This is an optimization exercise on Yosys and OpenROAD, whose aim is small area, a short achievable clock period and few clock cycles, not a production implementation.
Only simulation tests tie the RTL to the original design; equivalence was not proved.
Power figures rest on the tool's default switching activity, not on a simulated workload.

==> job 9082 <==
// core
module core(
  input clk,
  input resetn,
  output [31:0] address,
  output [31:0] data_out,
  input [31:0] data_in,
  output we
);
reg [31:0] addr_q;    
reg [31:0] fpc_q;     
reg        st_q;      
reg        ld_q;      
reg [4:0]  mrd_q;     
reg [31:0] dout_q;    
wire mem = st_q | ld_q;
assign address  = addr_q;
assign data_out = dout_q;
assign we       = st_q;
reg        dv_q;
reg [3:0]  s1h_q, s2h_q;  
reg [7:0]  s1l_q, s2l_q;  
reg        fr_q;      
reg        fx_q;      
reg [31:0] ir_q;
reg [31:0] pcd_q;
reg        ev_q;
reg [31:0] a_q, b_q, c_q;
reg [4:0]  rd_q;      
reg        e_ld, e_st, e_br, e_jalr, e_pred;
reg [2:0]  e_f3;
reg        e_sub, e_add, e_slt, e_xor, e_or, e_and, e_sh, e_c;
reg        e_uns, e_shr, e_sha;
reg        m1_q, m2_q, mc_q;  
wire [6:0] op  = ir_q[6:0];
wire [2:0] f3  = ir_q[14:12];
wire [4:0] rs1 = ir_q[19:15];
wire [4:0] rs2 = ir_q[24:20];
wire [4:0] rd  = ir_q[11:7];
wire d_load  = (op[6:4] == 3'b000);
wire d_store = (op[6:4] == 3'b010);
wire d_opimm = (op[6:4] == 3'b001) & ~op[2];
wire d_op    = (op[6:4] == 3'b011) & ~op[2];
wire d_lui   = (op[6:4] == 3'b011) &  op[2];
wire d_auipc = (op[6:4] == 3'b001) &  op[2];
wire d_br    = op[6] & ~op[2];
wire d_jalr  = op[6] & op[2] & ~op[3];
wire d_jal   = op[6] & op[3];
wire [31:0] imm_i = {{20{ir_q[31]}}, ir_q[31:20]};
wire [31:0] imm_s = {{20{ir_q[31]}}, ir_q[31:25], ir_q[11:7]};
wire [31:0] imm_b = {{20{ir_q[31]}}, ir_q[7], ir_q[30:25], ir_q[11:8], 1'b0};
wire [31:0] imm_u = {ir_q[31:12], 12'b0};
wire [31:0] imm_j = {{12{ir_q[31]}}, ir_q[19:12], ir_q[20], ir_q[30:21], 1'b0};
wire [31:0] dimm = d_jal ? imm_j : d_br ? imm_b : imm_u;
wire [31:0] dsum;
wire dsum_co;
Adder32 dadd(.a(pcd_q), .b(dimm), .cin(1'b0), .sum(dsum), .cout(dsum_co));
wire [31:0] pc4  = pcd_q + 32'd4;
wire d_wr   = d_load | d_opimm | d_op | d_lui | d_auipc | d_jal | d_jalr;
wire [31:0] r1, r2;
wire        rf_we;
wire [4:0]  rf_wa;
wire [31:0] rf_wd;
RegisterFile Reg_file(
	.clk(clk), .S1H(s1h_q), .S1L(s1l_q), .S2H(s2h_q), .S2L(s2l_q),
	.A3(rf_wa), .WD3(rf_wd), .WE3(rf_we), .RD1(r1), .RD2(r2)
);
wire [31:0] sum, res;
wire eq, lt;
ALU Alu(
	.a(a_q), .b(b_q), .c(c_q), .sub(e_sub),
	.sel_add(e_add), .sel_slt(e_slt), .sel_xor(e_xor), .sel_or(e_or), .sel_and(e_and),
  ...
==> flow/config.mk <==
export PLATFORM = sky130hd
export DESIGN_NAME = core
export DESIGN_NICKNAME = core
export VERILOG_FILES = /design/flow/design.v
export SDC_FILE = /design/flow/constraint.sdc
export NUM_CORES = 4
export LEC_CHECK = 0
export CAP_MARGIN = 20
export CORE_MARGIN = 2
export CORE_UTILIZATION = 45
export CTS_BUF_LIST = sky130_fd_sc_hd__clkbuf_16
export CTS_CLUSTER_DIAMETER = 150
export CTS_CLUSTER_SIZE = 20
export PLACE_DENSITY = 0.6
export SLEW_MARGIN = 20
export TNS_END_PERCENT = 0
==> flow/constraint.sdc <==
create_clock -name core_clock -period 10.0 [get_ports {clk}]
set_input_delay 2.0000 -clock core_clock [delete_from_list [all_inputs] [get_ports {clk}]]
set_output_delay 2.0000 -clock core_clock [all_outputs]
set_load 0.01 [all_outputs]
standard.sh (not shown) runs the stock make flow with config.mk's settings and CLKGATE_MAP_FILE= SYNTH_SCRIPT=/design/flow/synth_recipe.tcl, a recipe that flattens the netlist after the stock synthesis.
==> flow/flow/run.sh <==
#!/bin/bash
set -o pipefail
bash standard.sh SETUP_SLACK_MARGIN=7 "BUFFER_PORTS_ARGS=-buffer_cell sky130_fd_sc_hd__buf_4" finish > standard.log 2>&1
==> job 701: changes against job 9082 <==
--- a/flow/design.v
+++ b/flow/design.v
@@ -75,28 +75,26 @@
 		end
 	end
 end endgenerate
 assign sum = p[0][32:1] ^ g[6][31:0];
 assign cout = g[6][32];
 endmodule
-module RegisterFile(clk, S1H, S1L, S2H, S2L, A3, WD3, WE3, RD1, RD2);
+module RegisterFile(clk, A1, A2, A3, WD3, WE3, RD1, RD2);
 input clk, WE3;
-input [3:0] S1H, S2H;
-input [7:0] S1L, S2L;
-input [4:0] A3;
+input [4:0] A1, A2, A3;
 input [31:0] WD3;
 output reg [31:0] RD1, RD2;
 reg [31:0] Registers[31:1];
 integer k;
 always @ (*)
 begin
 	RD1 = 32'h0;
 	RD2 = 32'h0;
 	for (k = 1; k < 32; k = k + 1) begin
-		RD1 = RD1 | ({32{S1H[k >> 3] & S1L[k & 7]}} & Registers[k]);
-		RD2 = RD2 | ({32{S2H[k >> 3] & S2L[k & 7]}} & Registers[k]);
+		RD1 = RD1 | ({32{A1 == k}} & Registers[k]);
+		RD2 = RD2 | ({32{A2 == k}} & Registers[k]);
 	end
 end
 always @ (posedge clk)
 begin
 	if (WE3 && A3 != 5'd0)
 		Registers[A3] <= WD3;
@@ -118,14 +116,12 @@
 reg [31:0] dout_q;    
 wire mem = st_q | ld_q;
 assign address  = addr_q;
 assign data_out = dout_q;
 assign we       = st_q;
 reg        dv_q;
-reg [3:0]  s1h_q, s2h_q;  
-reg [7:0]  s1l_q, s2l_q;  
 reg        fr_q;      
 reg        fx_q;      
 reg [31:0] ir_q;
 reg [31:0] pcd_q;
 reg        ev_q;
 reg [31:0] a_q, b_q, c_q;
@@ -151,25 +147,26 @@
 wire d_jal   = op[6] & op[3];
 wire [31:0] imm_i = {{20{ir_q[31]}}, ir_q[31:20]};
 wire [31:0] imm_s = {{20{ir_q[31]}}, ir_q[31:25], ir_q[11:7]};
 wire [31:0] imm_b = {{20{ir_q[31]}}, ir_q[7], ir_q[30:25], ir_q[11:8], 1'b0};
 wire [31:0] imm_u = {ir_q[31:12], 12'b0};
 wire [31:0] imm_j = {{12{ir_q[31]}}, ir_q[19:12], ir_q[20], ir_q[30:21], 1'b0};
-wire [31:0] dimm = d_jal ? imm_j : d_br ? imm_b : imm_u;
+wire d_jalr_fast = d_jalr & ev_q & e_c & (rd_q != 5'd0) & (rd_q == rs1);
+wire [31:0] dimm = d_jalr ? imm_i : d_jal ? imm_j : d_br ? imm_b : imm_u;
 wire [31:0] dsum;
 wire dsum_co;
-Adder32 dadd(.a(pcd_q), .b(dimm), .cin(1'b0), .sum(dsum), .cout(dsum_co));
+Adder32 dadd(.a(d_jalr_fast ? c_q : pcd_q), .b(dimm), .cin(1'b0), .sum(dsum), .cout(dsum_co));
 wire [31:0] pc4  = pcd_q + 32'd4;
 wire d_wr   = d_load | d_opimm | d_op | d_lui | d_auipc | d_jal | d_jalr;
 wire [31:0] r1, r2;
 wire        rf_we;
 wire [4:0]  rf_wa;
 wire [31:0] rf_wd;
 RegisterFile Reg_file(
-	.clk(clk), .S1H(s1h_q), .S1L(s1l_q), .S2H(s2h_q), .S2L(s2l_q),
-	.A3(rf_wa), .WD3(rf_wd), .WE3(rf_we), .RD1(r1), .RD2(r2)
+	.clk(clk), .A1(rs1), .A2(rs2), .A3(rf_wa), .WD3(rf_wd), .WE3(rf_we),
+	.RD1(r1), .RD2(r2)
 );
 wire [31:0] sum, res;
 wire eq, lt;
 ALU Alu(
 	.a(a_q), .b(b_q), .c(c_q), .sub(e_sub),
 	.sel_add(e_add), .sel_slt(e_slt), .sel_xor(e_xor), .sel_or(e_or), .sel_and(e_and),
@@ -180,13 +177,13 @@
 wire ex_go   = ev_q & ~mem;
 wire ex_redir = ex_go & ((e_br & (taken ^ e_pred)) | e_jalr);
 wire [31:0] ex_target = e_jalr ? {sum[31:1], 1'b0} : c_q;
 wire ex_mem  = ex_go & (e_ld | e_st);
 wire ex_wr   = ex_go & ~e_ld & (rd_q != 5'd0);
 wire d_pred = ir_q[31];
-wire d_redir = dv_q & ~mem & ~ex_redir & (fr_q ? fx_q : (d_jal | (d_br & d_pred)));
+wire d_redir = dv_q & ~mem & ~ex_redir & (fr_q ? fx_q : (d_jal | (d_br & d_pred) | d_jalr_fast));
 wire [31:0] f_ib = {{20{data_in[31]}}, data_in[7], data_in[30:25], data_in[11:8], 1'b0};
 wire [31:0] f_ij = {{12{data_in[31]}}, data_in[19:12], data_in[20], data_in[30:21], 1'b0};
 wire [10:0] f_off = data_in[3] ? f_ij[10:0] : f_ib[10:0];
 wire f_small = data_in[3] ? (f_ij[31:11] == {21{data_in[31]}}) : (data_in[7] == data_in[31]);
 wire f_jump = data_in[6] & data_in[5] & ~data_in[4] & (data_in[3] | (~data_in[2] & data_in[31]));
 wire [11:0] f_low = {1'b0, addr_q[10:0]} + {1'b0, f_off};
@@ -199,14 +196,14 @@
 wire fw1 = ex_wr & (rd_q == rs1);
 wire fw2 = ex_wr & (rd_q == rs2);
 wire [31:0] rs1v = fw1 ? res : r1;
 wire [31:0] rs2v = fw2 ? res : r2;
 wire lu1 = ex_mem & e_ld & (rd_q != 5'd0) & (rd_q == rs1);
 wire lu2 = ex_mem & e_ld & (rd_q != 5'd0) & (rd_q == rs2);
-wire d_redir0 = dv_q & (fr_q ? fx_q : (d_jal | (d_br & d_pred)));
-wire [31:0] nf = ex_redir ? ex_target : mem ? fpc_q : d_redir0 ? dsum : f_jump ? f_tgt : addr_q + 32'd4;
+wire d_redir0 = dv_q & (fr_q ? fx_q : (d_jal | (d_br & d_pred) | d_jalr_fast));
+wire [31:0] nf = ex_redir ? ex_target : mem ? fpc_q : d_redir0 ? {dsum[31:1], 1'b0} : f_jump ? f_tgt : addr_q + 32'd4;
 always @ (posedge clk)
 begin
 	if (~resetn) begin
 		addr_q <= 32'h0;
 		st_q <= 1'b0;
 		ld_q <= 1'b0;
@@ -228,16 +225,12 @@
 end
 always @ (posedge clk)
 begin
 	if (~mem) begin
 		ir_q <= data_in;
 		pcd_q <= addr_q;
-		s1h_q <= 4'b1 << data_in[19:18];
-		s1l_q <= 8'b1 << data_in[17:15];
-		s2h_q <= 4'b1 << data_in[24:23];
-		s2l_q <= 8'b1 << data_in[22:20];
 	end
 	fpc_q <= nf;
 	mrd_q <= rd_q;
 	dout_q <= c_q;
 end
 always @ (posedge clk)
@@ -250,13 +243,13 @@
 		m2_q <= lu2 & (d_op | d_br);
 		mc_q <= lu2 & d_store;
 		rd_q <= d_wr ? rd : 5'd0;
 		e_ld <= d_load;
 		e_st <= d_store;
 		e_br <= d_br;
-		e_jalr <= d_jalr;
+		e_jalr <= d_jalr & ~d_jalr_fast;
 		e_pred <= d_pred;
 		e_f3 <= f3;
 		e_sub <= d_op & f3 == 3'b000 & ir_q[30];
 		e_add <= ((d_op | d_opimm) & f3 == 3'b000);
 		e_slt <= (d_op | d_opimm) & (f3 == 3'b010 || f3 == 3'b011);
 		e_xor <= (d_op | d_opimm) & f3 == 3'b100;
==> job 5838: changes against job 9082 <==
--- a/flow/design.v
+++ b/flow/design.v
@@ -75,28 +75,26 @@
 		end
 	end
 end endgenerate
 assign sum = p[0][32:1] ^ g[6][31:0];
 assign cout = g[6][32];
 endmodule
-module RegisterFile(clk, S1H, S1L, S2H, S2L, A3, WD3, WE3, RD1, RD2);
+module RegisterFile(clk, A1, A2, A3, WD3, WE3, RD1, RD2);
 input clk, WE3;
-input [3:0] S1H, S2H;
-input [7:0] S1L, S2L;
-input [4:0] A3;
+input [4:0] A1, A2, A3;
 input [31:0] WD3;
 output reg [31:0] RD1, RD2;
 reg [31:0] Registers[31:1];
 integer k;
 always @ (*)
 begin
 	RD1 = 32'h0;
 	RD2 = 32'h0;
 	for (k = 1; k < 32; k = k + 1) begin
-		RD1 = RD1 | ({32{S1H[k >> 3] & S1L[k & 7]}} & Registers[k]);
-		RD2 = RD2 | ({32{S2H[k >> 3] & S2L[k & 7]}} & Registers[k]);
+		RD1 = RD1 | ({32{A1 == k}} & Registers[k]);
+		RD2 = RD2 | ({32{A2 == k}} & Registers[k]);
 	end
 end
 always @ (posedge clk)
 begin
 	if (WE3 && A3 != 5'd0)
 		Registers[A3] <= WD3;
@@ -118,14 +116,12 @@
 reg [31:0] dout_q;    
 wire mem = st_q | ld_q;
 assign address  = addr_q;
 assign data_out = dout_q;
 assign we       = st_q;
 reg        dv_q;
-reg [3:0]  s1h_q, s2h_q;  
-reg [7:0]  s1l_q, s2l_q;  
 reg        fr_q;      
 reg        fx_q;      
 reg [31:0] ir_q;
 reg [31:0] pcd_q;
 reg        ev_q;
 reg [31:0] a_q, b_q, c_q;
@@ -162,14 +158,14 @@
 wire d_wr   = d_load | d_opimm | d_op | d_lui | d_auipc | d_jal | d_jalr;
 wire [31:0] r1, r2;
 wire        rf_we;
 wire [4:0]  rf_wa;
 wire [31:0] rf_wd;
 RegisterFile Reg_file(
-	.clk(clk), .S1H(s1h_q), .S1L(s1l_q), .S2H(s2h_q), .S2L(s2l_q),
-	.A3(rf_wa), .WD3(rf_wd), .WE3(rf_we), .RD1(r1), .RD2(r2)
+	.clk(clk), .A1(rs1), .A2(rs2), .A3(rf_wa), .WD3(rf_wd), .WE3(rf_we),
+	.RD1(r1), .RD2(r2)
 );
 wire [31:0] sum, res;
 wire eq, lt;
 ALU Alu(
 	.a(a_q), .b(b_q), .c(c_q), .sub(e_sub),
 	.sel_add(e_add), .sel_slt(e_slt), .sel_xor(e_xor), .sel_or(e_or), .sel_and(e_and),
@@ -228,16 +224,12 @@
 end
 always @ (posedge clk)
 begin
 	if (~mem) begin
 		ir_q <= data_in;
 		pcd_q <= addr_q;
-		s1h_q <= 4'b1 << data_in[19:18];
-		s1l_q <= 8'b1 << data_in[17:15];
-		s2h_q <= 4'b1 << data_in[24:23];
-		s2l_q <= 8'b1 << data_in[22:20];
 	end
 	fpc_q <= nf;
 	mrd_q <= rd_q;
 	dout_q <= c_q;
 end
 always @ (posedge clk)
==> results.txt <==
| metric | job 9082 | job 701 | job 5838 |
|---|---|---|---|
| Max-Slew Margin vs Limit | 8.73% | 12.5% | 12.0% |
| Arrival time at the worst endpoint | 4.72 ns | 5.28 ns | 4.92 ns |
| Internal reg-to-reg setup slack | 5.78 ns | 5.28 ns | 5.67 ns |
| Internal power | 9.48 mW | 9.18 mW | 9.25 mW |
| Post-synthesis mux area share | 3.10% | 3.98% | 3.63% |
| Placed inst area | 0.0682 mm² | 0.0693 mm² | 0.0682 mm² |
| Post-synthesis adder-cell area fraction | 3.49% | 3.51% | 3.52% |
| Proportion of synthesized chip area in sequential cells | 59.0% | 57.6% | 58.4% |
| Status | finished clean | finished clean | finished clean |
| Maximum fanout along the worst path | 14 | 20 | 21 |
| Detailed-route wire length on metal 1 | 106000 µm | 111000 µm | 109000 µm |
| Mapped cell area | 0.0647 mm² | 0.0650 mm² | 0.0642 mm² |
| Instance count on the critical path | 9 | 10 | 11 |
| Count of filler cells inserted in the layout | 12300 | 12400 | 12300 |
| Non-clock buffer share | 4.08% | 4.15% | 4.40% |
| Power per cell area | 206 mW/mm² | 197 mW/mm² | 199 mW/mm² |
Testbench counts of job 9082, summed over its fixed seeds: cycles 91,144.
Testbench counts of job 701, summed over its fixed seeds: cycles 89,602.
Testbench counts of job 5838, summed over its fixed seeds: cycles 91,144.

## static timing again, ports no longer ideal
No port has a modelled driver above. Below, the same layouts with a new extraction and two added sets of constraints. Step 1 assumes that a clkbuf_16 drives the clock port and a buf_2 every other input. Step 2 times the ports against the registers' clock, not the clock port: input delays grow and output delays shrink by t, the midpoint of the rising clock arrivals with the driver on. Slacks: ideal ports / drivers / drivers and shift; pairs: ideal ports / drivers.
run | t, ns | setup slack, ns | worst setup path at the end | slew at the worst register clock pin (ns)
job 9082 | 0.843 | 5.784 / 5.784 / 5.147 | input to register | 0.11 / 0.11
job 701 | 0.811 | 5.281 / 5.281 / 4.866 | input to register | 0.11 / 0.11
job 5838 | 0.822 | 5.668 / 5.668 / 5.107 | input to register | 0.11 / 0.11
After both steps every run listed still meets setup and hold. For job 9082, which loses most, drivers alone change the setup slack by 0.000 ns; drivers and shift together by -0.637 ns.
